What follows belongs to an exercise in optimizing a design on an open flow for small area and a short achievable clock period; a production flow would make more cautious choices. Only simulation tests tie the RTL to the original design; equivalence was not proved. Power and IR drop assume default switching activity.

// conv_top
module conv_top (
  input  logic               clk,
  input  logic               rstn,
  input  logic               valid_in,
  input  logic [7:0]         px_in,
  input  logic               kernel_wr,
  input  logic [3:0]         kernel_addr,
  input  logic signed [15:0] kernel_data,
  output logic               valid_out,
  output logic [7:0]         px_out
);
  localparam MAC_LAT = 4;    
  logic               rst_q, kw_q;
  logic [3:0]         ka_q;
  logic signed [15:0] kd_q;
  always_ff @(posedge clk) begin
    rst_q <= ~rstn;
    kw_q  <= rstn & kernel_wr;
    ka_q  <= kernel_addr;
    kd_q  <= rstn ? kernel_data : 16'sd0;
  end
  logic signed [15:0] kernel [0:8];
  genvar gi;
  generate
    for (gi = 0; gi < 9; gi = gi + 1) begin : g_k
      always_ff @(posedge clk)
        if (rst_q || (kw_q && ka_q == gi))
          kernel[gi] <= kd_q;
    end
  endgenerate
  logic [7:0] w00, w01, w02, w10, w11, w12, w20, w21, w22;
  logic       window_valid;
  linebuffer_3x3 lb (
    .clk(clk), .rstn(rstn),
    .valid_in(valid_in), .px_in(px_in),
    .w00(w00), .w01(w01), .w02(w02),
    .w10(w10), .w11(w11), .w12(w12),
    .w20(w20), .w21(w21), .w22(w22),
    .valid_out(window_valid)
  );
  logic [7:0] r;
  mac9 mac (
    .clk(clk),
    .px0(w00), .px1(w01), .px2(w02),
    .px3(w10), .px4(w11), .px5(w12),
    .px6(w20), .px7(w21), .px8(w22),
    .k0(kernel[0]), .k1(kernel[1]), .k2(kernel[2]),
    .k3(kernel[3]), .k4(kernel[4]), .k5(kernel[5]),
    .k6(kernel[6]), .k7(kernel[7]), .k8(kernel[8]),
    .r(r)
  );
  logic [MAC_LAT:0] vpipe;
  assign vpipe[0] = window_valid;
  generate
    for (gi = 1; gi <= MAC_LAT; gi = gi + 1) begin : g_v
  ...
Settings: LEC_CHECK=0, ABC_CLOCK_PERIOD_IN_PS=2500, CAP_MARGIN=20, CORE_MARGIN=2, CORE_UTILIZATION=45, CTS_CLUSTER_DIAMETER=110, CTS_CLUSTER_SIZE=20, PLACE_DENSITY=0.65, SLEW_MARGIN=20, SYNTH_HIERARCHICAL=1, SYNTH_MINIMUM_KEEP_SIZE=0; clock period 8.0 ns.
standard.sh (not shown) runs the stock make flow with config.mk's settings and CLKGATE_MAP_FILE= SYNTH_SCRIPT=/design/flow/synth_recipe.tcl, a recipe that flattens the netlist after the stock synthesis.
==> flow/flow/run.sh <==
#!/bin/bash
# The standard layout, with two changes to how it is optimised:
#  - the port buffers that buffer_ports inserts are plain buffers
#    (sky130_fd_sc_hd__buf_4) instead of the default delay buffers;
#  - ORFS's timing repair aims for a setup slack of 5.25 ns at the design's
#    clock period (SETUP_SLACK_MARGIN), so that it keeps improving paths
#    the global-route estimate already sees as meeting 3 ns.
# The clock period and constraints are the design's.  The full output of
# the run goes to standard.log in this folder; ORFS also keeps its per-step
# logs under orfs/logs.
set -euo pipefail
export BUFFER_PORTS_ARGS="-buffer_cell sky130_fd_sc_hd__buf_4"
export SETUP_SLACK_MARGIN=5.25
bash standard.sh > standard.log 2>&1
The baseline went through all stages and came out clean.
Edit:
==> flow/flow/run.sh (replaced) <==
#!/bin/bash
# The standard layout, with the port buffers that buffer_ports inserts made
# plain buffers (sky130_fd_sc_hd__buf_4) instead of the default delay buffers.
# The full output of the run goes to standard.log in this folder; ORFS also
# keeps its per-step logs under orfs/logs.
set -euo pipefail
export BUFFER_PORTS_ARGS="-buffer_cell sky130_fd_sc_hd__buf_4"
bash standard.sh > standard.log 2>&1
Settings changed: SETUP_SLACK_MARGIN from default to 5.
=> Hold slack hardly moves; synthesized area stays the same; total power shrinks by 0.65%; non-clock buffer count shrinks by 149; combinational power hardly moves; utilization shrinks by 0.91 points; global-route usage shrinks by 0.13 points; setup slack degrades by 200 ps; die area does not change; critical path depth grows by 4.
Edit:
==> flow/run.sh (new file) <==
#!/bin/bash
# synth_recipe.tcl (not shown) runs the flow's synth.tcl, then flattens the netlist and writes it again
# the make line also repeats each setting of config.mk as NAME=value (left out here)
make -C /OpenROAD-flow-scripts/flow DESIGN_CONFIG=/design/flow/config.mk WORK_HOME=/design/flow/orfs CLKGATE_MAP_FILE= SYNTH_SCRIPT=/design/flow/synth_recipe.tcl finish
removed: flow/flow/run.sh
removed: flow/standard.sh
Via count is higher by 0.62%. Design area is about the same. Setup slack is worse by 12 ps. Register-to-register slack barely changes. Global-route usage barely changes. Fmax shrinks by 0.41%. Core utilization is about the same. Routed wire length hardly moves. Total power stays flat.
Edit:
==> flow/flow/run.sh (new file) <==
#!/bin/bash
# The standard layout, with two changes to how it is optimised:
#  - the port buffers that buffer_ports inserts are plain buffers
#    (sky130_fd_sc_hd__buf_4) instead of the default delay buffers;
#  - ORFS's timing repair aims for a setup slack of 5.45 ns at the design's
#    clock period (SETUP_SLACK_MARGIN), so that it keeps improving paths
#    the global-route estimate already sees as meeting 3 ns.
# The clock period and constraints are the design's.  The full output of
# the run goes to standard.log in this folder; ORFS also keeps its per-step
# logs under orfs/logs.
set -euo pipefail
export BUFFER_PORTS_ARGS="-buffer_cell sky130_fd_sc_hd__buf_4"
export SETUP_SLACK_MARGIN=5.45
bash standard.sh > standard.log 2>&1
==> flow/standard.sh (new file) <==
#!/bin/bash
# synth_recipe.tcl (not shown) runs the flow's synth.tcl, then flattens the netlist and writes it again
# the make line also repeats each setting of config.mk as NAME=value (left out here)
make -C /OpenROAD-flow-scripts/flow DESIGN_CONFIG=/design/flow/config.mk WORK_HOME=/design/flow/orfs CLKGATE_MAP_FILE= SYNTH_SCRIPT=/design/flow/synth_recipe.tcl "${@:-finish}"
Settings changed: SETUP_SLACK_MARGIN 5 to default.
removed: flow/run.sh
The changed run completed with no timing, DRC or antenna violations.
Count of clock-buffer cells in the layout drops by 1.
Final cell count climbs by 4.0%.
Total power climbs by 2.3%.
Die area does not change.
Combinational power climbs by about 6%.
Global-route usage climbs by 0.63 points.
Setup slack is better by 240 ps.
Via count climbs by 3.7%.
Register-to-register slack is better by 310 ps.
Core utilization climbs by 3.0 points.
Design area climbs by 6.1%.

==> static timing again, ports no longer ideal <==
The flow's constraints put no driver on any port. The routed layouts listed below were extracted and timed again, unchanged, in two steps. Step 1 assumes that a clkbuf_16 drives the clock port and a buf_2 every other input. Step 2 times the ports against the registers' clock, not the clock port: input delays grow and output delays shrink by t, the midpoint of the rising clock arrivals with the driver on. Slacks: ideal / step 1 / step 2; pairs: ideal / step 1.
run | t (ns) | setup slack, ns | hold WS [ns] | latest minus earliest clock arrival (ns) | worst slew at a driven data input, ns
the first run | 0.845 | 5.177 / 5.094 / 5.218 | 0.331 / 0.331 / 0.331 | 0.070 / 0.070 | 0.04
the second run | 0.847 | 4.976 / 4.976 / 4.976 | 0.331 / 0.331 / 0.331 | 0.074 / 0.074 | 0.04
the third run | 0.835 | 4.964 / 4.964 / 4.964 | 0.325 / 0.325 / 0.325 | 0.072 / 0.072 | 0.04
the fourth run | 0.847 | 5.208 / 5.110 / 5.274 | 0.330 / 0.330 / 0.330 | 0.072 / 0.073 | 0.04
After both steps setup and hold are still met in every run listed.
